Source: an optimization exercise on an open RTL-to-GDS flow (aim: small area and a short achievable clock period). Production flows keep margins and buffers that such runs may drop.
RTL that was checked went through simulation tests only; none was proved equivalent to the original.
Only the layout flow was run in runs 1 to 6; the RTL was not checked for function there.
Power is estimated from default activity; no workload was simulated.

<file path="flow/run.sh">
#!/bin/bash
# synth_recipe.tcl (not shown) runs the flow's synth.tcl, then flattens the netlist and writes it again
# the make line also repeats each setting of config.mk as NAME=value (left out here)
make -C /OpenROAD-flow-scripts/flow DESIGN_CONFIG=/design/flow/config.mk WORK_HOME=/design/flow/orfs CLKGATE_MAP_FILE= SYNTH_SCRIPT=/design/flow/synth_recipe.tcl finish
</file>
<file path="flow/config.mk">
export PLATFORM = sky130hd
export DESIGN_NAME = cnn_accelerator
export DESIGN_NICKNAME = cnn_accelerator
export VERILOG_FILES = /design/flow/design.v
export SDC_FILE = /design/flow/constraint.sdc
export NUM_CORES = 4
export LEC_CHECK = 0
export ABC_CLOCK_PERIOD_IN_PS = 2400
export CAP_MARGIN = 20
export CORE_MARGIN = 2
export CORE_UTILIZATION = 40
export SETUP_SLACK_MARGIN = 3.6
export SLEW_MARGIN = 20
</file>
<file path="flow/constraint.sdc">
create_clock -name core_clock -period 6.0 [get_ports {clk}]
set_input_delay 1.2000 -clock core_clock [delete_from_list [all_inputs] [get_ports {clk}]]
set_output_delay 1.2000 -clock core_clock [all_outputs]
set_load 0.01 [all_outputs]
</file>
<file path="flow/design.v">
module kernel_rom (
    input [1:0] kernel_size,
    input [5:0] addr,
    output [4:0] wcode
);
    localparam [4:0] W0  = 5'b00000,
                     WP1 = 5'b00001, WN1 = 5'b01001,
                     WP2 = 5'b00010, WN2 = 5'b01010,
                     WP4 = 5'b00100, WN4 = 5'b01100,
                     WP3 = 5'b10001, WP6 = 5'b10010;
    reg [4:0] w0, w1;
    always @(*) begin
        case (addr)  
            0, 6: w0 = WP1;
            1, 7: w0 = W0;
            2, 8: w0 = WN1;
            3, 5: w0 = WP2;
            4: w0 = W0;
            default: w0 = WN2;
        endcase
        case (addr)  
            0, 4, 20, 24: w1 = WP1;
            1, 3, 21, 23: w1 = WP2;
            2, 22: w1 = WP4;
            5, 15: w1 = WP3;
            10, 14: w1 = WP6;
            6, 18: w1 = WN1;
            7, 17: w1 = WN2;
            8, 16: w1 = WN4;
            default: w1 = W0;
        endcase
    end
    wire [4:0] w2 = addr[0] ? WN1 : WP1;  
    assign wcode = kernel_size == 2'd0 ? w0 :
                   kernel_size == 2'd1 ? w1 :
                   kernel_size == 2'd2 ? w2 : W0;
endmodule
module pe (
    input [15:0] acc,
    input [10:0] term,
    input dbl,
    input neg,
    output [15:0] sum,
    output c6,
    output c11
);
    wire [15:0] a = acc;
    wire [15:0] b = {{5{term[10]}}, term};
    wire [15:0] c = dbl ? {{4{term[10]}}, term, 1'b0} : 16'd0;
    wire [15:0] s = a ^ b ^ c;
    wire [15:0] k = (a & b) | (a & c) | (b & c);
    wire [16:0] y = {k, neg};
    assign {c6, sum[5:0]} = {1'b0, s[5:0]} + {1'b0, y[5:0]};
    assign {c11, sum[10:6]} = {1'b0, s[10:6]} + {1'b0, y[10:6]};
    assign sum[15:11] = s[15:11] + y[15:11];
endmodule
module resolve (
    input [15:0] x,
    input c6,
    input c11,
    output [15:0] s
);
    wire [4:0] m = x[10:6];
    wire [4:0] cm;
    assign cm[0] = c6;
    genvar i;
    generate
        for (i = 1; i < 5; i = i + 1) begin : mc
            assign cm[i] = c6 & (&m[i-1:0]);
        end
    endgenerate
    wire mo = c6 & (&m);
    wire [4:0] h = x[15:11];
    wire both = mo & c11;
    wire one = mo ^ c11;
    wire [4:0] t1;
    assign t1[0] = one;
    generate
        for (i = 1; i < 5; i = i + 1) begin : hc
            assign t1[i] = one & (&h[i-1:0]);
        end
    endgenerate
    wire [4:0] h1 = h ^ t1;
    wire [4:0] t2;
    assign t2[0] = 1'b0;
    assign t2[1] = both;
    generate
        for (i = 2; i < 5; i = i + 1) begin : hd
            assign t2[i] = both & (&h1[i-1:1]);
        end
    endgenerate
    assign s = {h1 ^ t2, m ^ cm, x[5:0]};
endmodule
module systolic_array (
    input clk,
    input reset,
    input [1:0] kernel_size,
    input [7:0] pixel_in,
    output [1:0] level
);
    reg [5:0] index;
    reg run_q, live_q, wrp_q;
    reg [1:0] lvl_q;
    reg [9:0] term_q;
    reg neg_q, dbl_q;
    reg [15:0] ps_q;
    reg ps_c6, ps_c11;
    reg signed [15:0] ps_d;
    wire [4:0] wcode;
    kernel_rom kr (.kernel_size(kernel_size), .addr(index), .wcode(wcode));
    wire run = (kernel_size == 2'b00 && index < 9) ||
               (kernel_size == 2'b01 && index < 25) ||
               (kernel_size == 2'b10 && index < 49);
    wire [9:0] px = {{2{pixel_in[7]}}, pixel_in};
    wire [9:0] sh = ({10{wcode[0]}} & px) | ({10{wcode[1]}} & {px[8:0], 1'b0}) |
                    ({10{wcode[2]}} & {px[7:0], 2'b0});
    wire [9:0] term_d = sh ^ {10{wcode[3]}};
    wire [15:0] ps_full;
    resolve rs (.x(ps_q), .c6(ps_c6), .c11(ps_c11), .s(ps_full));
    wire [15:0] partial_sum = run_q ? ps_full : 16'd0;
    wire [15:0] pe_sum;
    wire c6, c11;
    pe pe_inst (.acc(ps_d), .term({term_q[9], term_q}), .dbl(dbl_q), .neg(neg_q),
                .sum(pe_sum), .c6(c6), .c11(c11));
    wire gt200 = ps_d > 16'sd200;
    wire gt500 = ps_d > 16'sd500;
    wire gt1000 = ps_d > 16'sd1000;
    assign level = wrp_q ? {gt500, gt1000 | (gt200 & ~gt500)} : lvl_q;
    always @(posedge clk) begin
        term_q <= term_d;
        neg_q <= wcode[3];
        dbl_q <= wcode[4];
        ps_q <= pe_sum;
        ps_c6 <= c6;
        ps_c11 <= c11;
        ps_d <= partial_sum;
    end
    always @(posedge clk or posedge reset) begin
        if (reset) begin
            index <= 0;
            run_q <= 0;
            live_q <= 0;
            wrp_q <= 0;
            lvl_q <= 0;
        end else begin
            live_q <= 1'b1;
            run_q <= run & live_q;
            wrp_q <= !run;
            lvl_q <= level;
            if (run)
                index <= index + 1;
            else
                index <= 0;
        end
    end
endmodule
module cnn_accelerator (
    input clk,
    input reset,
    input [7:0] pixel_in,
    input [1:0] kernel_size,
    output reg detected
);
    wire [1:0] lvl;
    systolic_array sa (
        .clk(clk),
        .reset(reset),
        .kernel_size(kernel_size),
        .pixel_in(pixel_in),
        .level(lvl)
    );
    always @(posedge clk or posedge reset) begin
        if (reset)
            detected <= 0;
        else begin
            case (kernel_size)
                2'b00: detected <= |lvl;
                2'b01: detected <= lvl[1];
                2'b10: detected <= &lvl;
                default: detected <= 0;
            endcase
        end
    end
endmodule
</file>
==> results of run 1 <==
## Yosys cell counts, drive strengths merged (2+ instances only)
cell type,number
o21a,2
o2bb2ai,2
nand2,12
a31oi,3
a21o,6
a21boi,2
ha,31
o21ai,8
a222oi,6
clkbuf,2
nor3b,3
and2,24
xor2,10
fa,12
a22oi,2
nand2b,11
a21oi,15
or3,2
xnor2,30
o211ai,2
nor3,3
and3,2
dfxtp,46
buf,8
nand3b,3
nor2b,3
inv,24
dfrtp,12
mux2i,2
or2,3
nor2,19
nand3,5
## flip-flops by register name, summed over array words and instances (netlist names), 2 cells and up
signal and count:
sa.index 6, sa.lvl_q 2, sa.ps_d 16, sa.ps_q 16, sa.term_q 10
## cells by family after synthesis
| group | share of synthesized area [%] |
|---|---|
| buffers and inverters | 4.989 |
| AOI/OAI and AO/OA | 12.73 |
| other | 0.1116 |
| adders and majority gates | 18.99 |
| and+or+nand+nor | 15.82 |
| muxes | 0.5957 |
| xor gates and xnor gates | 10.42 |
| DFF | 36.34 |
## placed cells by master (no fill, tap or decap), types with 11 or more instances in the layout
cell type / count
sky130_fd_sc_hd__ha_1: 30
sky130_fd_sc_hd__inv_1: 24
sky130_fd_sc_hd__nand2b_1: 11
sky130_fd_sc_hd__and2_1: 24
sky130_fd_sc_hd__fa_1: 12
sky130_fd_sc_hd__clkbuf_8: 11
sky130_fd_sc_hd__xnor2_1: 30
sky130_fd_sc_hd__dfrtp_1: 12
sky130_fd_sc_hd__dfxtp_1: 45
sky130_fd_sc_hd__a21oi_1: 13
sky130_fd_sc_hd__nor2_1: 18
## power groups by stage
stage / Combinational [mW] / Clock [mW] / Sequential, mW
finish: 0.475 / 0.394 / 0.613
global route: 0.546 / 0.418 / 0.635
CTS: 0.475 / 0.404 / 0.614
detailed placement: 0.468 / 0 / 0.622
global placement: 0.457 / 0 / 0.619
floorplan: 0.398 / 0 / 0.584
## what timing repair did
action                     in CTS  in global routing
pin swaps                       2                  3
setup endpoints to repair      22                 17
hold endpoints to repair        0                  0
gates resized for setup        15                 14
## path summary, 6_finish.rpt
kind,startpoint,endpoint,cells past startpoint,slack (ns)
setup / recovery,kernel_size[1],sa.term_q[9],7,3.64
hold / removal,sa.ps_q[2],sa.ps_d[2],1,0.43
setup reg to reg,sa.dbl_q,sa.ps_c6,8,3.74
hold reg to reg,sa.ps_q[2],sa.ps_d[2],1,0.43
max in group asynchronous,reset,sa.lvl_q[0],2,4.50
min in group asynchronous,reset,sa.index[1],2,1.18
## routing by layer
metal	track usage, %	vias to the layer above	wire length [um]
li1	-	1157	-
met1	19.77	1074	2936
met2	24.77	32	2963
met3	3.794	7	213
met4	7.262	0	70
met5	0	-	0
## per-stage QoR
stage | hold slack, ns | setup slack [ns] | cells | area, um2 | utilization, %
final | 0.4333 | 3.636 | 455 | 3829 | 46.83
after global routing | 0.4419 | 3.533 | 455 | 3829 | 46.83
after CTS | 0.4378 | 3.618 | 455 | 3781 | 46.25
after detailed placement | 0.4188 | 2.786 | 440 | 3553 | 43.46
after global placement | 0.4153 | 2.807 | 440 | 3553 | 43.46
after floorplan | 0.4119 | 3.514 | 333 | 3390 | -
## cell type report
cell class              instances  share of cell area (%)
clock buffers                  12                   4.608
clock inverters                 3                   1.144
inverters                      24                   2.353
multi-input cells             241                   53.50
flip-flops and latches         58                   31.99
well taps                     105                   3.431
repair buffers                 12                   2.974
==> run notes, run 1 <==
* 6183 um — final wirelength
* sky130_fd_sc_hd__clkbuf_8 — clock root buffer
* 2270 — vias after detailed routing
* 387.1 nW/um2 — power density relative to cell area
* 1.482 mW — PnR Total Power
* 26.6% — clock share of power
* 59 — number of distinct library cells after synthesis
* 58.42% — normalized max-slew margin
* 20 — maximum number of pins on one net before global-route repair
* input port — kind of launch point of the worst setup path
* 0 — number of buffers added to fix hold violations after cts
* 4657 um — DPL Wire Length
* 10780 um — wire length of the first global-routing pass
* 770 — number of fill cells in the layout
* 2 — maximum clock insertion buffer count
* 0 — Setup violations, final
* 0.4873 mW — Psw
* 1 — sum of buffers and inverters on the critical path
* 0.6196 ns — transition time at the pin with the least slew margin
* yes — unrepaired setup endpoints after global routing
* 3 — number of H-tree levels
* simple AND/OR/NAND/NOR gates — family with the most delay on the worst path
* 6.21 ns — required time worst endpoint
* 1.704 nW — leakage power summed over all cells
* 58 — #FFs+latches synth
* 13.92% — area growth from synthesis to final layout
* in -> reg — type of the worst setup path
* done — TritonCTS clock tree
* 83 — number of DRC violations after detailed-routing iteration 0
* 2.57 ns — Critical Path AT
* reg -> reg — path category of the worst min-delay check
* 32.1% — share of power burned in combinational logic
* 8175 um2 — Core Box Area
* 401 — net count reported at finish
* 0 — remaining number of nets flagged by the antenna check after routing
* 9 — number of buffers inserted during clock tree synthesis
* 9.714% — layout cells sized above 1
* 423.1 MHz — maximum achievable frequency
* 41.11% — initial core utilization
* 4.989 — via density per instance
* 39.39% — share of the clock period used by the worst path
* 3361 um2 — Netlist Area Pre-Place
* 15.54% — GRT Overall Usage
* 10.09 um2 — mean area per synthesized cell
* 0 — postcts setup bufs
* flop — element type at the critical path end
* 27.40% — portion of synthesized cell area occupied by the leading cell type
* 0 — final max-slew violation count
* 13.59 um — Routed WL per cell
* 20.69% — Async S/R FF share, synth
* 9151 um2 — die footprint
* 12 — count of input and output buffers
* sky130_fd_sc_hd__dfxtp_1 (27%), sky130_fd_sc_hd__ha_1 (12%), sky130_fd_sc_hd__dfrtp_1 (8.9%) — most area-consuming cells after synthesis
* 3 — number of synthesis warnings
* 2.364 ns — fin crit period
* 33 — std cell rows
* 0.9948 mW — internal portion of total power
* 2048 um2 — area taken by multi-input logic gates
* 0.52 ns — Worst path max stage delay
* 95.66 um — overall die width
* 13 — number of placed I/O pins
* sky130_fd_sc_hd__or4b_4 — Max stage delay cell, worst path
* 0 — number of diodes
* sky130_fd_sc_hd__dfxtp_1 — flip-flop cell with the highest count after synthesis
* timing/DRC/antenna clean — result of the run
* 0 — total congestion overflow after global routing
* 0.07 ns — clock transition at the register clock pins on the worst setup and hold paths after CTS
* 2326 — via count of the first global-routing pass
* 0 — initial antenna violation count
* 32.88% — switching power share of the total
* 1225 um2 — total area of sequential cells
* 0.33 ns — clock latency reported for the late side of the worst-skew pair
* 0.0001581 V — worst vdd rail ir drop
* 0.006444 ns — final clock skew
* 58 — CTS sink count
* 0 — number of enable-type register cells in the synthesized netlist
* 95.66 um — overall die height
* 0 — max-cap violation count
* 41.4% — share of total power in sequential cells
* 0 ns — setup TNS after final layout
* 6 — drt pass-1 iters
* sky130_fd_sc_hd__dfxtp_1 — cell accounting for the most synthesized area
* 388 — net count after synthesis
* 0 — count of endpoints failing hold in the final timing report
* 8 — Critical Path Fanout Max
* 0.8926 — final RePlAce weighted congestion
* 36.34% — post-synthesis sequential area ratio
* 333 — post-synthesis cell count
* buf_4 > or4b_4 > a21oi_4 > a211o_4 > nand3b_1 > o21ai_2 > xnor2_1 — CP Cell Sequence
* 0 — Post-route DRC
==> run 2, diff against run 1 <==
--- a/flow/config.mk
+++ b/flow/config.mk
@@ -10,4 +10,6 @@
 export CORE_MARGIN = 2
 export CORE_UTILIZATION = 40
+export CTS_CLUSTER_DIAMETER = 200
+export CTS_CLUSTER_SIZE = 30
 export SETUP_SLACK_MARGIN = 3.6
 export SLEW_MARGIN = 20
==> run notes, run 2 <==
* 3.74 ns — worst reg-to-reg setup slack, about the same
* 0 — number of enable-type register cells in the synthesized netlist, unchanged
* input port — kind of launch point of the worst setup path
* 36.34% — post-synthesis sequential area ratio, unchanged
* 12 — count of input and output buffers, unchanged
* 0.52 ns — Worst path max stage delay, about the same
* 3553 um2 — Area after DPL, unchanged
* 4657 um — DPL Wire Length, unchanged
* 15.54% — GRT Overall Usage, unchanged
* reg -> reg — path category of the worst min-delay check
* 83 — number of DRC violations after detailed-routing iteration 0, unchanged
* 8 — worst reg2reg path depth, unchanged
* 440 — number of placed instances with taps included, unchanged
* sa.ps_q[2] — launch point of the worst hold path
* 3361 um2 — Netlist Area Pre-Place, unchanged
* kernel_size[1] — beginning of the critical path
* 41.11% — initial core utilization, unchanged
* sa.ps_d[2] — Worst Hold Endpoint
* 0 — number of diodes, unchanged
* 0 — remaining number of nets flagged by the antenna check after routing, unchanged
* 0.07 ns — clock transition at the register clock pins on the worst setup and hold paths after CTS, about the same
* 1 — cell count of the worst hold path, unchanged
* sky130_fd_sc_hd__dfxtp_1 (27%), sky130_fd_sc_hd__ha_1 (12%), sky130_fd_sc_hd__dfrtp_1 (8.9%) — most area-consuming cells after synthesis
* 41.4% — share of total power in sequential cells, about the same
* sa.ps_d x16, sa.ps_q x16, sa.term_q x10 — largest registers ranked by flip-flop count
* sky130_fd_sc_hd__dfxtp_1 (45), sky130_fd_sc_hd__xnor2_1 (30), sky130_fd_sc_hd__ha_1 (30), sky130_fd_sc_hd__inv_1 (24), sky130_fd_sc_hd__and2_1 (24) — commonest cells after routing, fill and taps aside
* 9151 um2 — die footprint, unchanged
* yes — unrepaired setup endpoints after global routing
* 2.786 ns — pre-CTS worst setup slack, unchanged
* 33 — std cell rows, unchanged
* 6 — drt pass-1 iters, unchanged
* 0.9948 mW — internal portion of total power, unchanged
* 388 — net count after synthesis, unchanged
* 9.714% — layout cells sized above 1, unchanged
* sky130_fd_sc_hd__dfxtp_1 — flip-flop cell with the highest count after synthesis
* flop — element type at the critical path end
* 0 — number of buffers added to fix hold violations after cts, unchanged
* 0 ns — setup TNS after final layout, unchanged
* 4.989 — via density per instance, unchanged
* 26.6% — clock share of power, about the same
* 32.88% — switching power share of the total, unchanged
* 8175 um2 — Core Box Area, unchanged
* 455 — non-filler cells in the finished layout, unchanged
* 9 — number of buffers inserted during clock tree synthesis, unchanged
* 0.6196 ns — transition time at the pin with the least slew margin, unchanged
* 423.1 MHz — maximum achievable frequency, unchanged
* sa.ps_c6 — critical register-to-register path endpoint
* 39.39% — share of the clock period used by the worst path, unchanged
* 0.33 ns — clock latency reported for the late side of the worst-skew pair, about the same
* buf_4 > or4b_4 > a21oi_4 > a211o_4 > nand3b_1 > o21ai_2 > xnor2_1 — CP Cell Sequence
* 20.69% — Async S/R FF share, synth, unchanged
* 3 — number of synthesis warnings, unchanged
* 0 — Setup violations, final, unchanged
* 401 — net count reported at finish, unchanged
* 0 — initial antenna violation count, unchanged
* 6183 um — final wirelength, unchanged
* 0 — final max-slew violation count, unchanged
* 0 — Post-route DRC, unchanged
* 95.66 um — overall die width, unchanged
* 8 — Critical Path Fanout Max, unchanged
* 0.0001581 V — worst vdd rail ir drop, unchanged
* done — TritonCTS clock tree
* 32.1% — share of power burned in combinational logic, about the same
* 2270 — vias after detailed routing, unchanged
* 1.704 nW — leakage power summed over all cells, unchanged
* 2 — maximum clock insertion buffer count, unchanged
* 20 — maximum number of pins on one net before global-route repair, unchanged
* in -> reg — type of the worst setup path
* sky130_fd_sc_hd__dfxtp_1 (46), sky130_fd_sc_hd__ha_1 (31), sky130_fd_sc_hd__xnor2_1 (30) — top cells by instance count after synthesis
* 2.57 ns — Critical Path AT, about the same
* 10780 um — wire length of the first global-routing pass, unchanged
* sky130_fd_sc_hd__clkbuf_8 — clock root buffer
* sky130_fd_sc_hd__dfxtp_1 — cell accounting for the most synthesized area
* 10.09 um2 — mean area per synthesized cell, unchanged
* 27.40% — portion of synthesized cell area occupied by the leading cell type, unchanged
* 0.4333 ns — smallest hold slack, unchanged
* 0 — total congestion overflow after global routing, unchanged
* 0 — count of endpoints failing hold in the final timing report, unchanged
* sa.dbl_q — launching point of the worst reg2reg path
* 2.364 ns — fin crit period, unchanged
* 13.92% — area growth from synthesis to final layout, unchanged
* 0 — max-cap violation count, unchanged
* 59 — number of distinct library cells after synthesis, unchanged
* 333 — post-synthesis cell count, unchanged
* 387.1 nW/um2 — power density relative to cell area, unchanged
* 13 — number of placed I/O pins, unchanged
* 13.59 um — Routed WL per cell, unchanged
* sky130_fd_sc_hd__dfxtp_1 — most frequently used cell type in the post-synthesis netlist
* 0.006444 ns — final clock skew, unchanged
* 58 — #FFs+latches synth, unchanged
* 2326 — via count of the first global-routing pass, unchanged
* 3829 um2 — post-route standard cell area excluding fillers, unchanged
* sky130_fd_sc_hd__or4b_4 — Max stage delay cell, worst path
* 3.636 ns — minimum setup slack in the final design, unchanged
* 6.21 ns — required time worst endpoint, about the same
* 95.66 um — overall die height, unchanged
* 3 — number of H-tree levels, unchanged
* 58.42% — normalized max-slew margin, unchanged
* 58 — CTS sink count, unchanged
* sky130_fd_sc_hd__dfxtp_1 — most common cell after layout, fill and taps aside
* 0.8926 — final RePlAce weighted congestion, unchanged
* timing/DRC/antenna clean — result of the run
* 0.4873 mW — Psw, unchanged
run 2: worst max-delay path by stage:
stage | slack (ns) | endpoint | depth (start not counted)
floorplan | 3.51 | sa.term_q[8] | 7
detailed placement | 2.79 | sa.term_q[8] | 7
global route | 3.53 | sa.ps_d[15] | 11
CTS | 3.62 | sa.ps_d[15] | 11
finish | 3.64 | sa.term_q[9] | 7
global placement | 2.81 | sa.term_q[9] | 7
run 2: logic make-up (layout without fill, tap and decap cells):
family                     count (synthesis)  count (layout)  synth area share (%)
DFF                                       58              58                 36.34
AOI/OAI and AO/OA                         59              59                 12.73
and+or+nand+nor                           95              95                 15.82
adders and majority gates                 44              44                 18.99
muxes                                      2               2                0.5957
xor gates and xnor gates                  40              40                 10.42
other                                      1               1                0.1116
buffers and inverters                     34              51                 4.989
run 2: metrics by stage:
step	util, %	power (mW)
final	46.83	1.482
after global routing	46.83	1.599
after CTS	46.25	1.493
after detailed placement	43.46	1.090
after global placement	43.46	1.076
after floorplan	-	0.9826
run 2: metal layers:
layer,share of wire [%],track usage [%],up-vias
met2,48,24.77,32
met3,3.4,3.794,7
li1,-,-,1157
met4,1.1,7.262,0
met1,47,19.77,1074
met5,0,0,-
run 2: final cells by class:
class | count | area [um2]
Clock buffer | 12 | 176.4
Clock inverter | 3 | 43.79
Fill cell | 770 | 4347
Inverter | 24 | 90.09
Multi-Input combinational cell | 241 | 2048
Sequential cell | 58 | 1225
Tap cell | 105 | 131.4
Timing Repair Buffer | 12 | 113.9
run 2: critical path: cells and delay by family:
family                    cells  cell delay [ns]
and+or+nand+nor               2             0.68
buffers and inverters         1             0.15
AOI/OAI and AO/OA             3             0.42
xor gates and xnor gates      1             0.12
run 2: power by group through the flow:
stage	combinational, mW	clock [mW]	sequential (mW)
after CTS	0.475	0.404	0.614
after global routing	0.546	0.418	0.635
after global placement	0.457	0	0.619
after detailed placement	0.468	0	0.622
final	0.475	0.394	0.613
after floorplan	0.398	0	0.584
run 2: repair_timing:
item / CTS / global route
pin swaps: 2 / 3
gates cloned: 0 / 0
setup buffers: 0 / 0
endpoints found under the setup margin: 22 / 17
resized for setup: 15 / 14
==> run 3, diff against run 2 <==
--- a/flow/config.mk
+++ b/flow/config.mk
@@ -9,5 +9,5 @@
 export CAP_MARGIN = 20
 export CORE_MARGIN = 2
-export CORE_UTILIZATION = 40
+export CORE_UTILIZATION = 65
 export CTS_CLUSTER_DIAMETER = 200
 export CTS_CLUSTER_SIZE = 30
==> run notes, run 3 <==
* sa.ps_c6 — critical register-to-register path endpoint
* sky130_fd_sc_hd__clkbuf_8 — clock root buffer
* 36.34% — post-synthesis sequential area ratio, unchanged
* 0 — number of buffers added to fix hold violations after cts, unchanged
* 0 — count of endpoints failing hold in the final timing report, unchanged
* 29.84% — fraction of met1 tracks used by global routing, +10 points
* 9 — number of buffers inserted during clock tree synthesis, unchanged
* 66.65% — initial core utilization, +26 points
* 0 — initial antenna violation count, unchanged
* 0 — max-cap violation count, unchanged
* 0.50 ns — Worst path max stage delay, -0.02 ns
* sky130_fd_sc_hd__dfxtp_1 (27%), sky130_fd_sc_hd__ha_1 (12%), sky130_fd_sc_hd__dfrtp_1 (8.9%) — most area-consuming cells after synthesis
* reg -> reg — path category of the worst min-delay check
* 3.71 ns — worst reg-to-reg setup slack, -0.03 ns
* 6353 um — final wirelength, +2.7%
* 2 — maximum clock insertion buffer count, unchanged
* 27.40% — portion of synthesized cell area occupied by the leading cell type, unchanged
* 25.80% — GRT Overall Usage, +10 points
* 10.26% — layout cells sized above 1, +0.54 points
* 0 — number of diodes, unchanged
* 3 — number of H-tree levels, unchanged
* 0 ns — setup TNS after final layout, unchanged
* 1.717 nW — leakage power summed over all cells, +0.79%
* 38.82% — share of the clock period used by the worst path, -0.57 points
* 0 — final max-slew violation count, unchanged
* 429.3 MHz — maximum achievable frequency, +1.5%
* input port — kind of launch point of the worst setup path
* 333 — post-synthesis cell count, unchanged
* 59 — number of distinct library cells after synthesis, unchanged
* done — TritonCTS clock tree
* 12 — count of input and output buffers, unchanged
* 124 — number of DRC violations after detailed-routing iteration 0, +49%
* 402 — net count reported at finish, +0.25%
* 2.329 ns — fin crit period, -0.03415 ns
* 26 — std cell rows, -21%
* 0.0002128 V — worst vdd rail ir drop, +35%
* 5.563 — via density per instance, +12%
* 0.06 ns — clock transition at the register clock pins on the worst setup and hold paths after CTS, about the same
* sa.ps_d[5] — Worst Hold Endpoint
* 1 — sum of buffers and inverters on the critical path, unchanged
* 58 — CTS sink count, unchanged
* 75.91 um — overall die height, -21%
* sky130_fd_sc_hd__dfxtp_1 (45), sky130_fd_sc_hd__xnor2_1 (30), sky130_fd_sc_hd__ha_1 (30), sky130_fd_sc_hd__inv_1 (24), sky130_fd_sc_hd__and2_1 (24) — commonest cells after routing, fill and taps aside
* 0.5978 ns — transition time at the pin with the least slew margin, -0.02174 ns
* sa.ps_d x16, sa.ps_q x16, sa.term_q x10 — largest registers ranked by flip-flop count
* 0 — number of enable-type register cells in the synthesized netlist, unchanged
* 0 — Setup violations, final, unchanged
* 20 — maximum number of pins on one net before global-route repair, unchanged
* 15.09 um — Routed WL per cell, +11%
* 20.69% — Async S/R FF share, synth, unchanged
* simple AND/OR/NAND/NOR gates — family with the most delay on the worst path
* in -> reg — type of the worst setup path
* sky130_fd_sc_hd__dfxtp_1 — flip-flop cell with the highest count after synthesis
* 2342 — vias after detailed routing, +3.2%
* yes — unrepaired setup endpoints after global routing
* 0.8338 — final RePlAce weighted congestion, -6.6%
* 13 — number of placed I/O pins, unchanged
* 3 — number of synthesis warnings, unchanged
* sky130_fd_sc_hd__dfxtp_1 — most common cell after layout, fill and taps aside
* 6.21 ns — required time worst endpoint, about the same
* 10.09 um2 — mean area per synthesized cell, unchanged
* 0.34 ns — clock latency reported for the late side of the worst-skew pair, about the same
* 3786 um2 — post-route standard cell area excluding fillers, -1.1%
* 9.405% — met3 Resource Use GR, +5.6 points
* 0 — remaining number of nets flagged by the antenna check after routing, unchanged
* 3361 um2 — Netlist Area Pre-Place, unchanged
* flop — element type at the critical path end
* 60.15% — normalized max-slew margin, +1.7 points
* 8 — worst reg2reg path depth, unchanged
* 1 — cell count of the worst hold path, unchanged
* 4410 um — DPL Wire Length, -5.3%
* 0.01102 ns — final clock skew, +0.004574 ns
* 8 — Critical Path Fanout Max, unchanged
* 12.66% — area growth from synthesis to final layout
* met2 — layer with the highest usage
* sa.ps_q[5] — launch point of the worst hold path
* 3510 um2 — Area after DPL, -1.2%
* 387.9 nW/um2 — power density relative to cell area, +0.21%
* 388 — net count after synthesis, unchanged
* sky130_fd_sc_hd__dfxtp_1 (46), sky130_fd_sc_hd__ha_1 (31), sky130_fd_sc_hd__xnor2_1 (30) — top cells by instance count after synthesis
* 5762 um2 — die footprint, -37%
* timing/DRC/antenna clean — result of the run
* sky130_fd_sc_hd__or4b_4 — Max stage delay cell, worst path
* 2.54 ns — Critical Path AT, -0.03 ns
* 0 — Post-route DRC, unchanged
* 75.91 um — overall die width, -21%
* sky130_fd_sc_hd__dfxtp_1 — cell accounting for the most synthesized area
* 0 — total congestion overflow after global routing, unchanged
* 43.30% — met2 usage, +19 points
* 5042 um2 — Core Box Area, -38%
* 4 — drt pass-1 iters, -2
* 58 — #FFs+latches synth, unchanged
* clkbuf_4 > or4b_4 > a21oi_2 > a211o_4 > nand3b_1 > o21ai_1 > xnor2_1 — CP Cell Sequence
* 2504 — via count of the first global-routing pass, +7.7%
* 0.4347 ns — smallest hold slack, +0.001312 ns
* sky130_fd_sc_hd__dfxtp_1 — most frequently used cell type in the post-synthesis netlist
* sa.dbl_q — launching point of the worst reg2reg path
* 11650 um — wire length of the first global-routing pass, +8.1%
run 3: what timing repair did:
item                       CTS  global route
setup endpoints to repair   21            19
pin swaps                    4             5
hold endpoints to repair     0             0
resized for setup           16            13
setup buffers                1             0
run 3: area by class of cell:
class	instances	area [um2]
Clock buffer	13	168.9
Clock inverter	2	35.03
Fill cell	372	1256
Inverter	24	90.09
Multi-Input combinational cell	241	2053
Sequential cell	58	1226
Tap cell	70	87.58
Timing Repair Buffer	13	125.1
run 3: worst reg2reg max path: stages (launching register included):
cell and delay (ns):
sky130_fd_sc_hd__dfxtp_4 0.37, sky130_fd_sc_hd__and2_1 0.15, sky130_fd_sc_hd__fa_1 0.51, sky130_fd_sc_hd__fa_1 0.48, sky130_fd_sc_hd__a21o_1 0.21, sky130_fd_sc_hd__a21oi_2 0.17
sky130_fd_sc_hd__nor2b_1 0.06, sky130_fd_sc_hd__o21ai_0 0.15, sky130_fd_sc_hd__nand2b_1 0.08
run 3: cells by family (layout without fill, tap and decap cells):
kind of cell,count (synthesis),count (layout),synth area share (%)
other cells,1,1,0.1116
buf+inv,34,52,4.989
flops,58,58,36.34
mux,2,2,0.5957
xor+xnor,40,40,10.42
simple gates,95,95,15.82
fa+ha+maj,44,44,18.99
compound gates,59,59,12.73
run 3: how the worst max path moves through the flow:
| stage | startpoint | depth (start not counted) | to | slack [ns] |
|---|---|---|---|---|
| finish | kernel_size[1] | 7 | sa.term_q[9] | 3.67 |
| global route | sa.ps_q[6] | 11 | sa.ps_d[15] | 3.55 |
| CTS | detected | 1 | detected | 3.60 |
| detailed placement | kernel_size[0] | 7 | sa.term_q[8] | 2.76 |
| global placement | kernel_size[0] | 7 | sa.term_q[8] | 2.82 |
| floorplan | kernel_size[0] | 7 | sa.term_q[8] | 3.51 |
run 3: routing by layer:
layer	vias to the layer above	routed length, um
li1	1166	-
met1	1127	2742
met4	0	106
met5	-	0
met2	41	3227
met3	8	276
run 3: through the flow:
step | power [mW] | util [%] | cells | setup WS (ns)
2_1_floorplan | 0.9826 | - | 333 | 3.514
3_3_place_gp | 1.066 | 69.60 | 405 | 2.818
3_5_place_dp | 1.081 | 69.60 | 405 | 2.762
4_1_cts | 1.470 | 74.12 | 421 | 3.602
5_1_grt | 1.594 | 75.09 | 421 | 3.553
6_report | 1.469 | 75.09 | 421 | 3.671
run 3: report_power, final:
| group | internal, mW | total [mW] | switching [mW] |
|---|---|---|---|
| Combinational | 0.248 | 0.482 | 0.234 |
| Sequential | 0.512 | 0.616 | 0.104 |
| Clock | 0.223 | 0.370 | 0.148 |
==> run 4, diff against run 3 <==
==> flow/config.mk (replaced) <==
export PLATFORM = sky130hd
export DESIGN_NAME = cnn_accelerator
export DESIGN_NICKNAME = cnn_accelerator
export VERILOG_FILES = /design/flow/design.v
export SDC_FILE = /design/flow/constraint.sdc
export NUM_CORES = 4
export LEC_CHECK = 0
export ABC_CLOCK_PERIOD_IN_PS = 2100
export CAP_MARGIN = 20
export CORE_MARGIN = 2
export CORE_UTILIZATION = 40
export SETUP_SLACK_MARGIN = 3.9
export SLEW_MARGIN = 20
==> run notes, run 4 <==
* 3 — number of synthesis warnings, unchanged
* 36.34% — post-synthesis sequential area ratio, unchanged
* 95.66 um — overall die width, +26%
* sky130_fd_sc_hd__dfxtp_1 (27%), sky130_fd_sc_hd__ha_1 (12%), sky130_fd_sc_hd__dfrtp_1 (8.9%) — most area-consuming cells after synthesis
* 41.11% — initial core utilization, -26 points
* sky130_fd_sc_hd__dfxtp_1 — most frequently used cell type in the post-synthesis netlist
* 9151 um2 — die footprint, +59%
* sa.ps_d x16, sa.ps_q x16, sa.term_q x10 — largest registers ranked by flip-flop count
* 0.9474 — final RePlAce weighted congestion, +14%
* 0 — max-cap violation count, unchanged
* 0 — count of endpoints failing hold in the final timing report, unchanged
* 0 ns — setup TNS after final layout, unchanged
* 0 — number of enable-type register cells in the synthesized netlist, unchanged
* 1.823 nW — leakage power summed over all cells, +6.2%
* 0.34 ns — clock latency reported for the late side of the worst-skew pair, about the same
* 13 — number of placed I/O pins, unchanged
* 6 — drt pass-1 iters, +2
* 95.66 um — overall die height, +26%
* 58 — #FFs+latches synth, unchanged
* 5.082 — via density per instance, -8.6%
* 23.49% — area growth from synthesis to final layout
* 385.0 nW/um2 — power density relative to cell area, -0.75%
* sky130_fd_sc_hd__dfxtp_1 — flip-flop cell with the highest count after synthesis
* 58 — CTS sink count, unchanged
* 20 — maximum number of pins on one net before global-route repair, unchanged
* 6.23 ns — required time worst endpoint, +0.02 ns
* 23.58% — layout cells sized above 1, +13 points
* 8175 um2 — Core Box Area, +62%
* kernel_size[1] — beginning of the critical path
* 14.38 um — Routed WL per cell, -4.7%
* 388 — net count after synthesis, unchanged
* timing/DRC/antenna clean — result of the run
* 0 — initial antenna violation count, unchanged
* 0 — remaining number of nets flagged by the antenna check after routing, unchanged
* 8 — Critical Path Fanout Max, unchanged
* 2409 — vias after detailed routing, +2.9%
* 0.5282 ns — transition time at the pin with the least slew margin, -0.06958 ns
* 35.5% — share of power burned in combinational logic, +2.7 points
* 10.09 um2 — mean area per synthesized cell, unchanged
* 6815 um — final wirelength, +7.3%
* sky130_fd_sc_hd__dfxtp_1 (40), sky130_fd_sc_hd__xnor2_1 (28), sky130_fd_sc_hd__ha_1 (24), sky130_fd_sc_hd__inv_1 (22), sky130_fd_sc_hd__and2_1 (21) — commonest cells after routing, fill and taps aside
* sky130_fd_sc_hd__dfxtp_1 — cell accounting for the most synthesized area
* 4150 um2 — post-route standard cell area excluding fillers, +9.6%
* 16.13% — GRT Overall Usage, -9.7 points
* 3 — number of H-tree levels, unchanged
* 3566 um2 — Area after DPL, +1.6%
* 20.69% — Async S/R FF share, synth, unchanged
* sa.ps_q[5] — launch point of the worst hold path
* 0 — Setup violations, final, unchanged
* yes — unrepaired setup endpoints after global routing
* 3361 um2 — Netlist Area Pre-Place, unchanged
* 25.6% — clock share of power, +0.4 points
* 37.52% — share of the clock period used by the worst path, -1.3 points
* sa.dbl_q — launching point of the worst reg2reg path
* input port — kind of launch point of the worst setup path
* 444.2 MHz — maximum achievable frequency, +3.5%
* 0 — number of diodes, unchanged
* 38.9% — share of total power in sequential cells, -3.0 points
* done — TritonCTS clock tree
* 419 — net count reported at finish, +4.2%
* 0 — final max-slew violation count, unchanged
* 107 — number of DRC violations after detailed-routing iteration 0, -14%
* 2371 — via count of the first global-routing pass, -5.3%
* flop — element type at the critical path end
* 32.61% — switching power share of the total, -0.49 points
* 12 — count of input and output buffers, unchanged
* sky130_fd_sc_hd__dfxtp_1 (46), sky130_fd_sc_hd__ha_1 (31), sky130_fd_sc_hd__xnor2_1 (30) — top cells by instance count after synthesis
* sky130_fd_sc_hd__clkbuf_8 — clock root buffer
* 0.01079 ns — final clock skew, -0.0002320 ns
* 27.40% — portion of synthesized cell area occupied by the leading cell type, unchanged
* 11050 um — wire length of the first global-routing pass, -5.2%
* 0.0001587 V — worst vdd rail ir drop, -25%
* 752 — number of fill cells in the layout, +100%
* 4766 um — DPL Wire Length, +8.1%
* reg -> reg — path category of the worst min-delay check
* 59 — number of distinct library cells after synthesis, unchanged
* 9 — number of buffers inserted during clock tree synthesis, unchanged
* sky130_fd_sc_hd__dfxtp_1 — most common cell after layout, fill and taps aside
* 33 — std cell rows, +27%
* 1.077 mW — internal portion of total power, +9.6%
* in -> reg — type of the worst setup path
* 2 — maximum clock insertion buffer count, unchanged
* 2.48 ns — Critical Path AT, -0.06 ns
* 2.251 ns — fin crit period, -0.07836 ns
* 333 — post-synthesis cell count, unchanged
* 0.06 ns — clock transition at the register clock pins on the worst setup and hold paths after CTS, about the same
* 64.78% — normalized max-slew margin, +4.6 points
* 0 — total congestion overflow after global routing, unchanged
* 0 — number of buffers added to fix hold violations after cts, unchanged
* 0 — Post-route DRC, unchanged
* 0.5211 mW — Psw, +7.2%
==> run 4: logic make-up after synthesis <==
group | Yosys count | share of synthesized area, %
fa+ha+maj | 44 | 18.99
buf+inv | 34 | 4.989
compound gates | 59 | 12.73
mux | 2 | 0.5957
xor+xnor | 40 | 10.42
simple gates | 95 | 15.82
flops | 58 | 36.34
other cells | 1 | 0.1116
==> run 4: area by class of cell <==
cell class / count / area [um2] / area share [%]
well taps: 105 / 131.4 / 3.166
clock buffers: 12 / 155.1 / 3.738
repair buffers: 30 / 286.5 / 6.904
flip-flops and latches: 58 / 1237 / 29.82
inverters: 24 / 90.09 / 2.171
multi-input cells: 241 / 2176 / 52.43
clock inverters: 4 / 73.82 / 1.779
==> run 4: path summary, 6_finish.rpt <==
check	end	cells after the start	slack, ns
worst min-delay path	sa.ps_d[5]	1	0.43
worst min register to register	sa.ps_d[5]	1	0.43
worst max register to register	sa.ps_q[5]	8	3.90
max in group asynchronous	sa.index[3]	2	4.52
min in group asynchronous	detected	2	1.15
worst max-delay path	sa.term_q[9]	7	3.75
==> run 4: critical path, stage by stage <==
cell and delay, ns:
sky130_fd_sc_hd__buf_12 0.11, sky130_fd_sc_hd__or4b_4 0.48, sky130_fd_sc_hd__a21oi_2 0.14, sky130_fd_sc_hd__a211o_4 0.19, sky130_fd_sc_hd__nand3b_1 0.16, sky130_fd_sc_hd__o21ai_2 0.08
sky130_fd_sc_hd__xnor2_1 0.12
==> run 4: power by group through the flow <==
stage | sequential [mW] | combinational, mW | clock [mW]
final | 0.622 | 0.567 | 0.409
after detailed placement | 0.621 | 0.473 | 0
after CTS | 0.622 | 0.506 | 0.419
after global routing | 0.641 | 0.639 | 0.440
after floorplan | 0.584 | 0.402 | 0
after global placement | 0.620 | 0.465 | 0
==> run 4: routing by layer <==
layer	GRT usage, %	vias to the layer above	wire (um)
li1	-	1202	-
met1	19.96	1158	3121
met2	26.34	40	3359
met3	4.901	9	252
met4	6.190	0	82
met5	0	-	0
==> run 4: per-stage QoR <==
stage | hold WS [ns] | setup WS [ns] | total power, mW | cells | util, %
6_report | 0.4315 | 3.749 | 1.598 | 474 | 50.77
4_1_cts | 0.4355 | 3.738 | 1.547 | 465 | 48.67
3_3_place_gp | 0.4149 | 2.815 | 1.085 | 440 | 43.62
3_5_place_dp | 0.4200 | 2.774 | 1.094 | 440 | 43.62
5_1_grt | 0.4621 | 3.712 | 1.720 | 474 | 50.77
2_1_floorplan | 0.4119 | 3.514 | 0.9863 | 333 | -
==> run 4: repair_timing <==
item | 4_1_cts | 5_1_grt
pin swaps | 27 | 29
gates resized for setup | 45 | 25
endpoints found under the setup margin | 35 | 26
buffers inserted | 9 | 9
==> run 5, diff against run 4 <==
--- a/flow/config.mk
+++ b/flow/config.mk
@@ -6,8 +6,9 @@
 export NUM_CORES = 4
 export LEC_CHECK = 0
-export ABC_CLOCK_PERIOD_IN_PS = 2100
+export ABC_CLOCK_PERIOD_IN_PS = 2200
 export CAP_MARGIN = 20
 export CORE_MARGIN = 2
-export CORE_UTILIZATION = 40
-export SETUP_SLACK_MARGIN = 3.9
+export CORE_UTILIZATION = 65
+export CTS_BUF_LIST = sky130_fd_sc_hd__clkbuf_4
+export SETUP_SLACK_MARGIN = 3.8
 export SLEW_MARGIN = 20
==> run notes, run 5 <==
* 388 — net count after synthesis, unchanged
* 66.65% — initial core utilization, +26 points
* 13 — number of placed I/O pins, unchanged
* 0 — Post-route DRC, unchanged
* 0.48 ns — Worst path max stage delay, about the same
* 0 — initial antenna violation count, unchanged
* simple AND/OR/NAND/NOR gates — family with the most delay on the worst path
* 418 — net count reported at finish, -0.24%
* 0.4399 ns — smallest hold slack, +0.008433 ns
* 0 — total congestion overflow after global routing, unchanged
* 24.18% — GRT Overall Usage, +8.0 points
* sky130_fd_sc_hd__dfxtp_1 — most common cell after layout, fill and taps aside
* 20.38% — layout cells sized above 1, -3.2 points
* 2.53 ns — Critical Path AT, +0.05 ns
* 0.0002192 V — worst vdd rail ir drop, +38%
* 102 — number of DRC violations after detailed-routing iteration 0, -4.7%
* 5 — drt pass-1 iters, -1
* sky130_fd_sc_hd__or4b_4 — Max stage delay cell, worst path
* 35.1% — share of power burned in combinational logic, -0.4 points
* sky130_fd_sc_hd__dfxtp_1 — cell accounting for the most synthesized area
* 36.34% — post-synthesis sequential area ratio, unchanged
* 10970 um — wire length of the first global-routing pass, -0.68%
* buf_12 > or4b_4 > a21oi_2 > a211o_4 > nand3b_1 > a22oi_2 > xnor2_1 — CP Cell Sequence
* reg -> reg — path category of the worst min-delay check
* sa.ps_d x16, sa.ps_q x16, sa.term_q x10 — largest registers ranked by flip-flop count
* done — TritonCTS clock tree
* 0.5005 mW — Psw, -4.0%
* 75.91 um — overall die height, -21%
* 20 — maximum number of pins on one net before global-route repair, unchanged
* 6391 um — final wirelength, -6.2%
* sky130_fd_sc_hd__dfxtp_1 (46), sky130_fd_sc_hd__ha_1 (31), sky130_fd_sc_hd__xnor2_1 (30) — top cells by instance count after synthesis
* 23.4% — clock share of power, -2.2 points
* 1 — sum of buffers and inverters on the critical path, unchanged
* 377.5 nW/um2 — power density relative to cell area, -2.0%
* 75.91 um — overall die width, -21%
* in -> reg — type of the worst setup path
* 0 — Setup violations, final, unchanged
* sky130_fd_sc_hd__dfxtp_1 — flip-flop cell with the highest count after synthesis
* 3 — number of synthesis warnings, unchanged
* sky130_fd_sc_hd__dfxtp_1 — most frequently used cell type in the post-synthesis netlist
* 36.84% — share of the clock period used by the worst path, -0.68 points
* 5762 um2 — die footprint, -37%
* 3.789 ns — minimum setup slack in the final design, +0.04058 ns
* 2 — maximum clock insertion buffer count, unchanged
* 0 — max-cap violation count, unchanged
* 0 — count of endpoints failing hold in the final timing report, unchanged
* 59 — number of distinct library cells after synthesis, unchanged
* 10.09 um2 — mean area per synthesized cell, unchanged
* 58 — CTS sink count, unchanged
* 65.12% — normalized max-slew margin, +0.34 points
* 0 — remaining number of nets flagged by the antenna check after routing, unchanged
* 2400 — vias after detailed routing, -0.37%
* 0 — number of buffers added to fix hold violations after cts, unchanged
* 0.009587 ns — final clock skew, -0.001200 ns
* 2365 — via count of the first global-routing pass, -0.25%
* 26 — std cell rows, -21%
* 333 — post-synthesis cell count, unchanged
* 0 — final max-slew violation count, unchanged
* 33.33% — switching power share of the total, +0.72 points
* 3513 um2 — Area after DPL, -1.5%
* 5042 um2 — Core Box Area, -38%
* 9 — number of buffers inserted during clock tree synthesis, unchanged
* 18.35% — area growth from synthesis to final layout
* 0 — number of diodes, unchanged
* 330 — number of fill cells in the layout, -56%
* 452.4 MHz — maximum achievable frequency, +1.8%
* 4415 um — DPL Wire Length, -7.4%
* 20.69% — Async S/R FF share, synth, unchanged
* 0 — number of enable-type register cells in the synthesized netlist, unchanged
* 2.759 ns — pre-CTS worst setup slack, -0.01574 ns
* input port — kind of launch point of the worst setup path
* 0.09 ns — clock transition at the register clock pins on the worst setup and hold paths after CTS, +0.03 ns
* sky130_fd_sc_hd__dfxtp_1 (40), sky130_fd_sc_hd__xnor2_1 (30), sky130_fd_sc_hd__ha_1 (26), sky130_fd_sc_hd__and2_1 (24), sky130_fd_sc_hd__inv_1 (23) — commonest cells after routing, fill and taps aside
* 58 — #FFs+latches synth, unchanged
* 0 ns — setup TNS after final layout, unchanged
* 1.766 nW — leakage power summed over all cells, -3.1%
* 3978 um2 — post-route standard cell area excluding fillers, -4.2%
* flop — element type at the critical path end
* 41.5% — share of total power in sequential cells, +2.6 points
* 1.502 mW — PnR Total Power, -6.0%
* 6.32 ns — required time worst endpoint, +0.09 ns
* sky130_fd_sc_hd__dfxtp_1 (27%), sky130_fd_sc_hd__ha_1 (12%), sky130_fd_sc_hd__dfrtp_1 (8.9%) — most area-consuming cells after synthesis
* 2.211 ns — fin crit period, -0.04058 ns
* 0.8244 — final RePlAce weighted congestion, -13%
* 0.5231 ns — transition time at the pin with the least slew margin, -0.005094 ns
* 27.40% — portion of synthesized cell area occupied by the leading cell type, unchanged
* timing/DRC/antenna clean — result of the run
* 5.479 — via density per instance, +7.8%
* 3361 um2 — Netlist Area Pre-Place, unchanged
* 0.40 ns — clock latency reported for the late side of the worst-skew pair, +0.06 ns
* 1.001 mW — internal portion of total power, -7.0%
* 12 — count of input and output buffers, unchanged
* 3 — number of H-tree levels, unchanged
* yes — unrepaired setup endpoints after global routing
* 8 — Critical Path Fanout Max, unchanged
* 3.88 ns — worst reg-to-reg setup slack, -0.02 ns
* sky130_fd_sc_hd__clkbuf_4 — clock root buffer
* 14.59 um — Routed WL per cell, +1.5%
[run 5: changes by cell type in the layout (fill, tap and decap cells not counted), moves of 2 or more]
| cell | delta |
|---|---|
| sky130_fd_sc_hd__clkbuf_8 | -11 |
| sky130_fd_sc_hd__clkbuf_4 | +9 |
| sky130_fd_sc_hd__and2_1 | +3 |
| sky130_fd_sc_hd__and2_4 | -3 |
| sky130_fd_sc_hd__clkinv_1 | +2 |
| sky130_fd_sc_hd__ha_1 | +2 |
| sky130_fd_sc_hd__o21ai_2 | -2 |
| sky130_fd_sc_hd__xnor2_1 | +2 |
| sky130_fd_sc_hd__xnor2_2 | -2 |
[run 5: cells by family (layout without fill, tap and decap cells)]
group	count (synthesis)	in the layout	synth area share (%)
and+or+nand+nor	95	95	15.82
AOI/OAI and AO/OA	59	59	12.73
DFF	58	58	36.34
adders and majority gates	44	44	18.99
xor gates and xnor gates	40	40	10.42
buffers and inverters	34	69	4.989
muxes	2	2	0.5957
other	1	1	0.1116
[run 5: path summary, 6_finish.rpt]
path / depth (start not counted) / to / from
min reg2reg: 1 / sa.ps_d[3] / sa.ps_q[3]
min: 1 / sa.ps_d[3] / sa.ps_q[3]
min in group asynchronous: 2 / sa.index[1] / reset
max reg2reg: 8 / sa.ps_q[5] / sa.dbl_q
max in group asynchronous: 2 / sa.index[2] / reset
max: 7 / sa.term_q[8] / kernel_size[1]
[run 5: layer usage]
layer	global-route usage, %	vias up	routed length, um
met4	7.636	0	65
met1	30.92	1153	2892
met2	39.29	40	3228
li1	-	1199	-
met5	0	-	0
met3	7.738	8	205
[run 5: metrics by stage]
step,utilization [%],std cells
final,78.88,438
after global routing,78.88,438
after CTS,74.67,425
after detailed placement,69.68,405
after global placement,69.68,405
after floorplan,-,333
[run 5: power groups by stage]
stage / clock (mW) / combinational [mW] / sequential, mW
global placement: 0 / 0.451 / 0.618
global route: 0.376 / 0.597 / 0.643
finish: 0.351 / 0.527 / 0.623
floorplan: 0 / 0.400 / 0.584
detailed placement: 0 / 0.466 / 0.621
CTS: 0.360 / 0.488 / 0.613
[run 5: cell type report]
| type | instances | area, um2 | area share, % |
|---|---|---|---|
| tap | 70 | 87.58 | 2.202 |
| inverter | 24 | 90.09 | 2.265 |
| timing repair buffer | 29 | 264.0 | 6.637 |
| multi-input combinational | 241 | 2122 | 53.35 |
| clock inverter | 7 | 107.6 | 2.705 |
| clock buffer | 9 | 67.56 | 1.699 |
| sequential | 58 | 1239 | 31.14 |
[run 5: repair_timing]
item | in CTS | in global routing
endpoints found under the hold margin | 0 | 0
setup endpoints to repair | 28 | 27
gates resized for setup | 32 | 29
buffers inserted | 4 | 13
pin swaps | 9 | 16
==> run 6, diff against run 5 <==
--- a/flow/design.v
+++ b/flow/design.v
@@ -45,13 +45,16 @@
     output c11
 );
-    wire [15:0] a = acc;
-    wire [15:0] b = {{5{term[10]}}, term};
-    wire [15:0] c = dbl ? {{4{term[10]}}, term, 1'b0} : 16'd0;
-    wire [15:0] s = a ^ b ^ c;
-    wire [15:0] k = (a & b) | (a & c) | (b & c);
-    wire [16:0] y = {k, neg};
+    wire sgn = term[10];
+    wire [10:0] a = acc[10:0];
+    wire [10:0] b = term;
+    wire [10:0] c = dbl ? {term[9:0], 1'b0} : 11'd0;
+    wire [10:0] s = a ^ b ^ c;
+    wire [10:0] k = (a & b) | (a & c) | (b & c);
+    wire [11:0] y = {k, neg};
     assign {c6, sum[5:0]} = {1'b0, s[5:0]} + {1'b0, y[5:0]};
     assign {c11, sum[10:6]} = {1'b0, s[10:6]} + {1'b0, y[10:6]};
-    assign sum[15:11] = s[15:11] + y[15:11];
+    wire signed [2:0] d = $signed({2'b00, k[10]}) - $signed({2'b00, sgn}) -
+                          $signed({2'b00, dbl & sgn});
+    assign sum[15:11] = acc[15:11] + {{2{d[2]}}, d};
 endmodule
 module resolve (
--- a/flow/config.mk
+++ b/flow/config.mk
@@ -6,9 +6,8 @@
 export NUM_CORES = 4
 export LEC_CHECK = 0
-export ABC_CLOCK_PERIOD_IN_PS = 2200
+export ABC_CLOCK_PERIOD_IN_PS = 2400
 export CAP_MARGIN = 20
 export CORE_MARGIN = 2
 export CORE_UTILIZATION = 65
-export CTS_BUF_LIST = sky130_fd_sc_hd__clkbuf_4
-export SETUP_SLACK_MARGIN = 3.8
+export SETUP_SLACK_MARGIN = 3.6
 export SLEW_MARGIN = 20
==> run notes, run 6 <==
* timing/DRC/antenna clean — result of the run
* sky130_fd_sc_hd__clkbuf_8 — clock root buffer
* 0.07 ns — clock transition at the register clock pins on the worst setup and hold paths after CTS, -0.02 ns
* 393 — net count reported at finish, -6.0%
* sa.ps_d x16, sa.ps_q x16, sa.term_q x10 — largest registers ranked by flip-flop count
* 412 — non-filler cells in the finished layout, -5.9%
* 13 — number of placed I/O pins, unchanged
* 4272 um — DPL Wire Length, -3.3%
* 3 — number of synthesis warnings, unchanged
* 13.53% — area growth from synthesis to final layout
* 5589 um2 — die footprint, -3.0%
* 37.52% — post-synthesis sequential area ratio, +1.2 points
* 2.893 ns — pre-CTS worst setup slack, +0.1343 ns
* adder cells — main combinational cell family by area after synthesis
* 0 — number of diodes, unchanged
* 14.03% — area fraction in compound gates after synthesis, +1.3 points
* 0 — initial antenna violation count, unchanged
* 2.53 ns — Critical Path AT, about the same
* inv_1 > ha_1 > a311oi_1 > o21ai_1 > a32oi_4 > buf_12 > xor2_1 — CP Cell Sequence
* 0.006332 ns — final clock skew, -0.003255 ns
* done — TritonCTS clock tree
* 25 — std cell rows, -3.8%
* 54 — number of distinct library cells after synthesis, -8.5%
* 23.5% — clock share of power, about the same
* 7 — worst reg2reg path depth, -1
* 0.34 ns — clock latency reported for the late side of the worst-skew pair, -0.06 ns
* 0 — final max-slew violation count, unchanged
* 5.575 — via density per instance, +1.7%
* sky130_fd_sc_hd__dfxtp_1 — flip-flop cell with the highest count after synthesis
* 2297 — vias after detailed routing, -4.3%
* 392 — number of placed instances with taps included, -3.2%
* 28.30% — portion of synthesized cell area occupied by the leading cell type, +0.90 points
* 6036 um — final wirelength, -5.6%
* flop — kind of launch point of the worst setup path
* reg -> reg — path category of the worst min-delay check
* 77.20% — Core Util, Final, -1.7 points
* 0 ns — setup TNS after final layout, unchanged
* 5 — drt pass-1 iters, unchanged
* 10040 um — wire length of the first global-routing pass, -8.5%
* 1.427 mW — PnR Total Power, -5.0%
* 6.26 ns — required time worst endpoint, -0.06 ns
* 14.11% — post-synthesis simple-gate area fraction, -1.7 points
* 0.4885 mW — Psw, -2.4%
* 3254 um2 — Netlist Area Pre-Place, -3.2%
* 333 — number of fill cells in the layout, +0.91%
* 3.733 ns — minimum setup slack in the final design, -0.05641 ns
* sky130_fd_sc_hd__dfxtp_1 (46), sky130_fd_sc_hd__ha_1 (29), sky130_fd_sc_hd__inv_1 (26) — top cells by instance count after synthesis
* sky130_fd_sc_hd__dfxtp_1 — most frequently used cell type in the post-synthesis netlist
* 2 — maximum clock insertion buffer count, unchanged
* 0 — number of enable-type register cells in the synthesized netlist, unchanged
* 1.538% — share of synthesized area spent on multiplexers, +0.94 points
* sky130_fd_sc_hd__dfxtp_1 (44), sky130_fd_sc_hd__ha_1 (27), sky130_fd_sc_hd__inv_1 (25), sky130_fd_sc_hd__and2_1 (25) — commonest cells after routing, fill and taps aside
* 74.76 um — overall die width, -1.5%
* 374 — net count after synthesis, -3.6%
* 0 — total congestion overflow after global routing, unchanged
* 68.00% — initial core utilization, +1.3 points
* 37.78% — share of the clock period used by the worst path, +0.94 points
* 3 — number of H-tree levels, unchanged
* 18.84% — arithmetic-cell share of the synthesized area counting full adders, half adders and majority gates, -0.15 points
* sky130_fd_sc_hd__dfxtp_1 — most common cell after layout, fill and taps aside
* 24.48% — GRT Overall Usage, +0.30 points
* 2294 — via count of the first global-routing pass, -3.0%
* 1 — cell count of the worst hold path, unchanged
* 10.14 um2 — mean area per synthesized cell, +0.46%
* 12.75% — layout cells sized above 1, -7.6 points
* 0 — Setup violations, final, unchanged
* 0 — count of endpoints failing hold in the final timing report, unchanged
* 20.69% — Async S/R FF share, synth, unchanged
* sky130_fd_sc_hd__dfxtp_1 — cell accounting for the most synthesized area
* 58 — CTS sink count, unchanged
* 0.62 ns — Worst path max stage delay, +0.14 ns
* 1.631 nW — leakage power summed over all cells, -7.6%
* 4786 um2 — Core Box Area, -5.1%
* 58 — #FFs+latches synth, unchanged
* 0 — number of buffers added to fix hold violations after cts, unchanged
* no — unrepaired setup endpoints after global routing
* 321 — post-synthesis cell count, -3.6%
* 0.9388 mW — internal portion of total power, -6.2%
* 74.76 um — overall die height, -1.5%
* 58.17% — normalized max-slew margin, -6.9 points
* 19 — maximum number of pins on one net before global-route repair, -5.0%
* flop — element type at the critical path end
* 2.267 ns — fin crit period, +0.05641 ns
* 103 — number of DRC violations after detailed-routing iteration 0, +0.98%
* 14.65 um — Routed WL per cell, +0.41%
* 12 — count of input and output buffers, unchanged
* 9 — number of buffers inserted during clock tree synthesis, unchanged
* 9.150% — parity-gate share of the synthesized area counting xor and xnor cells, -1.3 points
* 0 — max-cap violation count, unchanged
* reg -> reg — type of the worst setup path
* sky130_fd_sc_hd__dfrtp_1 — Max stage delay cell, worst path
* 42.8% — share of total power in sequential cells, +1.3 points
* 0 — Post-route DRC, unchanged
* 33.7% — share of power burned in combinational logic, -1.4 points
* 34.22% — switching power share of the total, +0.89 points
* 0.6274 ns — transition time at the pin with the least slew margin, +0.1042 ns
* sky130_fd_sc_hd__dfxtp_1 (28%), sky130_fd_sc_hd__ha_1 (11%), sky130_fd_sc_hd__dfrtp_1 (9.2%) — most area-consuming cells after synthesis
* 441.1 MHz — maximum achievable frequency, -2.5%
* 15 — Critical Path Fanout Max, +7
* 0.0002610 V — worst vdd rail ir drop, +19%
* 0.9069 — final RePlAce weighted congestion, +10%
* 0 — remaining number of nets flagged by the antenna check after routing, unchanged
* 386.3 nW/um2 — power density relative to cell area, +2.3%
## run 6: changes by cell type after synthesis, moves of 3 or more
| cell | before | now |
|---|---|---|
| sky130_fd_sc_hd__mux2i_1 | 2 | 5 |
| sky130_fd_sc_hd__o211ai_1 | 2 | 10 |
| sky130_fd_sc_hd__xor2_1 | 10 | 17 |
| sky130_fd_sc_hd__xnor2_1 | 30 | 17 |
| sky130_fd_sc_hd__nand2b_1 | 11 | 3 |
## run 6: cells by family after synthesis
logic type | Yosys count
adder cells (fa/ha/maj) | 42
AND/OR/NAND/NOR | 85
flip-flops | 58
multiplexers | 5
buffers and inverters | 34
XOR/XNOR | 34
other | 1
AO/OA/AOI/OAI | 62
## run 6: worst paths after layout
check | slack, ns | from | endpoint
setup / recovery | 3.73 | sa.index[2] | sa.term_q[0]
hold / removal | 0.43 | sa.ps_q[5] | sa.ps_d[5]
setup reg to reg | 3.73 | sa.index[2] | sa.term_q[0]
hold reg to reg | 0.43 | sa.ps_q[5] | sa.ps_d[5]
max in group asynchronous | 4.50 | reset | sa.index[3]
min in group asynchronous | 1.16 | reset | detected
## run 6: metrics by stage
| stage | area, um2 | hold slack [ns] |
|---|---|---|
| 2_1_floorplan | 3254 | 0.4119 |
| 3_3_place_gp | 3403 | 0.4133 |
| 3_5_place_dp | 3403 | 0.4193 |
| 4_1_cts | 3627 | 0.4333 |
| 5_1_grt | 3695 | 0.4476 |
| 6_report | 3695 | 0.4338 |
## run 6: power groups by stage
stage               Sequential (mW)  Combinational (mW)  Clock [mW]
floorplan                     0.584               0.374           0
global placement              0.612               0.435           0
detailed placement            0.615               0.451           0
CTS                           0.607               0.466       0.342
global route                  0.627               0.550       0.353
finish                        0.610               0.481       0.336
## run 6: area by class of cell
cell class | instances | area [um2] | share of cell area [%]
multi-input cells | 230 | 1958 | 53.00
flip-flops and latches | 58 | 1229 | 33.25
clock buffers | 14 | 172.7 | 4.673
repair buffers | 15 | 143.9 | 3.894
inverters | 26 | 97.59 | 2.641
well taps | 67 | 83.83 | 2.269
clock inverters | 2 | 10.01 | 0.2709
## run 6: repair_timing
item                       4_1_cts  5_1_grt
gates resized for setup         11       21
pin swaps                        7        6
buffers inserted                 1        2
setup endpoints to repair       22       15
gates cloned                     0        1
## run 6: per-layer routing
metal	global-route usage (%)	wire, um
met3	6.024	240
met1	30.26	2814
met5	0	0
met2	39.63	2814
met4	13.10	167
## run 6: worst max-delay path: cells and delay by family, from the launching register on
kind / cells / cell delay [ns]
flops: 1 / 0.62
buf+inv: 2 / 0.42
fa+ha+maj: 1 / 0.26
xor+xnor: 1 / 0.17
compound gates: 3 / 0.73
==> run 7, diff against run 6 <==
--- a/flow/design.v
+++ b/flow/design.v
@@ -54,6 +54,5 @@
     assign {c6, sum[5:0]} = {1'b0, s[5:0]} + {1'b0, y[5:0]};
     assign {c11, sum[10:6]} = {1'b0, s[10:6]} + {1'b0, y[10:6]};
-    wire signed [2:0] d = $signed({2'b00, k[10]}) - $signed({2'b00, sgn}) -
-                          $signed({2'b00, dbl & sgn});
+    wire [2:0] d = {2'b00, k[10]} - {2'b00, sgn} - {2'b00, dbl & sgn};
     assign sum[15:11] = acc[15:11] + {{2{d[2]}}, d};
 endmodule
--- a/flow/config.mk
+++ b/flow/config.mk
@@ -6,8 +6,8 @@
 export NUM_CORES = 4
 export LEC_CHECK = 0
-export ABC_CLOCK_PERIOD_IN_PS = 2400
+export ABC_CLOCK_PERIOD_IN_PS = 2700
 export CAP_MARGIN = 20
 export CORE_MARGIN = 2
 export CORE_UTILIZATION = 65
-export SETUP_SLACK_MARGIN = 3.6
+export SETUP_SLACK_MARGIN = 3.3
 export SLEW_MARGIN = 20
==> run notes, run 7 <==
* 5 — drt pass-1 iters, unchanged
* 0 — Setup violations, final, unchanged
* 388.5 nW/um2 — power density relative to cell area, +0.58%
* sky130_fd_sc_hd__dfxtp_1 — cell accounting for the most synthesized area
* sky130_fd_sc_hd__dfxtp_1 — most common cell after layout, fill and taps aside
* 14.32 um — Routed WL per cell, -2.3%
* sky130_fd_sc_hd__dfxtp_1 — flip-flop cell with the highest count after synthesis
* 7.038% — layout cells sized above 1, -5.7 points
* 12 — count of input and output buffers, unchanged
* 0.9069 — final RePlAce weighted congestion, unchanged
* 25 — std cell rows, unchanged
* 4272 um — DPL Wire Length, unchanged
* 0 — number of enable-type register cells in the synthesized netlist, unchanged
* 0.4307 ns — smallest hold slack, -0.003064 ns
* 0.0002514 V — worst vdd rail ir drop, -3.7%
* 0 — remaining number of nets flagged by the antenna check after routing, unchanged
* timing/DRC/antenna clean — result of the run
* 19 — maximum number of pins on one net before global-route repair, unchanged
* 118 — number of DRC violations after detailed-routing iteration 0, +15%
* 408 — non-filler cells in the finished layout, -0.97%
* 5589 um2 — die footprint, unchanged
* 4786 um2 — Core Box Area, unchanged
* reg -> reg — path category of the worst min-delay check
* 0.07 ns — clock transition at the register clock pins on the worst setup and hold paths after CTS, about the same
* done — TritonCTS clock tree
* 24.11% — GRT Overall Usage, -0.37 points
* 0 — initial antenna violation count, unchanged
* sky130_fd_sc_hd__dfxtp_1 (45), sky130_fd_sc_hd__ha_1 (29), sky130_fd_sc_hd__inv_1 (25), sky130_fd_sc_hd__and2_1 (25), sky130_fd_sc_hd__nor2_1 (19) — commonest cells after routing, fill and taps aside
* 2265 — via count of the first global-routing pass, -1.3%
* 2 — maximum clock insertion buffer count, unchanged
* 351 — number of fill cells in the layout, +5.4%
* 28.30% — portion of synthesized cell area occupied by the leading cell type, unchanged
* 58 — CTS sink count, unchanged
* 3254 um2 — Netlist Area Pre-Place, unchanged
* 10.14 um2 — mean area per synthesized cell, unchanged
* 9915 um — wire length of the first global-routing pass, -1.2%
* 2.79 ns — Critical Path AT, +0.26 ns
* 5.603 — via density per instance, +0.50%
* 42.00% — share of the clock period used by the worst path, +4.2 points
* 11 — Critical Path Fanout Max, -4
* 3607 um2 — post-route standard cell area excluding fillers, -2.4%
* 396.8 MHz — maximum achievable frequency, -10%
* 68.00% — initial core utilization, unchanged
* 1222 um2 — total area of sequential cells, -0.51%
* 3.48 ns — worst reg-to-reg setup slack, -0.25 ns
* yes — unrepaired setup endpoints after global routing
* 321 — post-synthesis cell count, unchanged
* 6.27 ns — required time worst endpoint, about the same
* 0.5830 ns — transition time at the pin with the least slew margin, -0.04439 ns
* 60.87% — normalized max-slew margin, +2.7 points
* 37.52% — post-synthesis sequential area ratio, unchanged
* sky130_fd_sc_hd__dfxtp_1 (28%), sky130_fd_sc_hd__ha_1 (11%), sky130_fd_sc_hd__dfrtp_1 (9.2%) — most area-consuming cells after synthesis
* 1899 um2 — area taken by multi-input logic gates, -3.0%
* flop — element type at the critical path end
* 0 — number of buffers added to fix hold violations after cts, unchanged
* 0 — total congestion overflow after global routing, unchanged
* 2286 — vias after detailed routing, -0.48%
* 74.76 um — overall die width, unchanged
* 0 — postcts setup bufs, -1
* 54 — number of distinct library cells after synthesis, unchanged
* 3403 um2 — Area after DPL, unchanged
* 0 — count of endpoints failing hold in the final timing report, unchanged
* 0 — number of diodes, unchanged
* 74.76 um — overall die height, unchanged
* 3 — number of H-tree levels, unchanged
* 0.006349 ns — final clock skew, +0.00001738 ns
* reg -> reg — type of the worst setup path
* sky130_fd_sc_hd__clkbuf_8 — clock root buffer
* 0.34 ns — clock latency reported for the late side of the worst-skew pair, about the same
* 374 — net count after synthesis, unchanged
* sky130_fd_sc_hd__dfxtp_1 — most frequently used cell type in the post-synthesis netlist
-- run 7: critical path, stage by stage (launching register included) --
cell	delay, ns
sky130_fd_sc_hd__dfrtp_1	0.57
sky130_fd_sc_hd__ha_1	0.35
sky130_fd_sc_hd__inv_1	0.07
sky130_fd_sc_hd__ha_1	0.18
sky130_fd_sc_hd__a311oi_1	0.37
sky130_fd_sc_hd__o21ai_1	0.15
sky130_fd_sc_hd__a32oi_4	0.54
sky130_fd_sc_hd__xor2_1	0.21
-- run 7: cells by family (layout without fill, tap and decap cells) --
logic type	Yosys count	after routing	share of synthesized area, %
other	1	1	0.1152
AND/OR/NAND/NOR	85	85	14.11
AO/OA/AOI/OAI	62	62	14.03
XOR/XNOR	34	34	9.150
multiplexers	5	5	1.538
buffers and inverters	34	54	4.690
adder cells (fa/ha/maj)	42	42	18.84
flip-flops	58	58	37.52
-- run 7: through the flow --
step	power, mW	setup WS [ns]
global placement	1.047	2.943
global route	1.504	3.297
detailed placement	1.066	2.893
finish	1.402	3.480
floorplan	0.9582	3.617
CTS	1.409	3.346
-- run 7: area by class of cell --
class,count,area share [%]
clock buffers,14,4.787
clock inverters,2,0.2775
inverters,26,2.706
multi-input cells,229,52.65
flip-flops and latches,58,33.89
well taps,67,2.324
repair buffers,12,3.365
-- run 7: per-layer routing --
| layer | routed length [um] | GRT usage, % |
|---|---|---|
| met4 | 153 | 12.90 |
| met1 | 2730 | 29.91 |
| met5 | 0 | 0 |
| met2 | 2706 | 38.84 |
| met3 | 251 | 6.024 |
-- run 7: where the power goes --
group	total (mW)	switching (mW)	leakage, nW	internal [mW]
Sequential	0.607	0.0938	0.537	0.513
Clock	0.336	0.153	0.0965	0.183
Combinational	0.459	0.227	0.989	0.232
-- run 7: path summary, 6_finish.rpt --
path,depth (start not counted),startpoint,endpoint
max,7,sa.index[0],sa.term_q[0]
min,1,sa.ps_q[1],sa.ps_d[1]
max reg2reg,7,sa.index[0],sa.term_q[0]
min reg2reg,1,sa.ps_q[1],sa.ps_d[1]
max in group asynchronous,2,reset,sa.lvl_q[1]
min in group asynchronous,2,reset,sa.index[1]
-- run 7: timing repair --
| action | 4_1_cts | 5_1_grt |
|---|---|---|
| pin swaps | 0 | 1 |
| endpoints found under the setup margin | 10 | 7 |
| cloned | 0 | 0 |
| gates resized for setup | 2 | 4 |

Check on run 7: ideal ports give 3.480 ns setup slack; a clkbuf_16 on the clock port and buf_2 on the inputs give 3.480 ns; moving port delays by the midpoint clock arrival (0.368 ns) as well gives 3.181 ns.
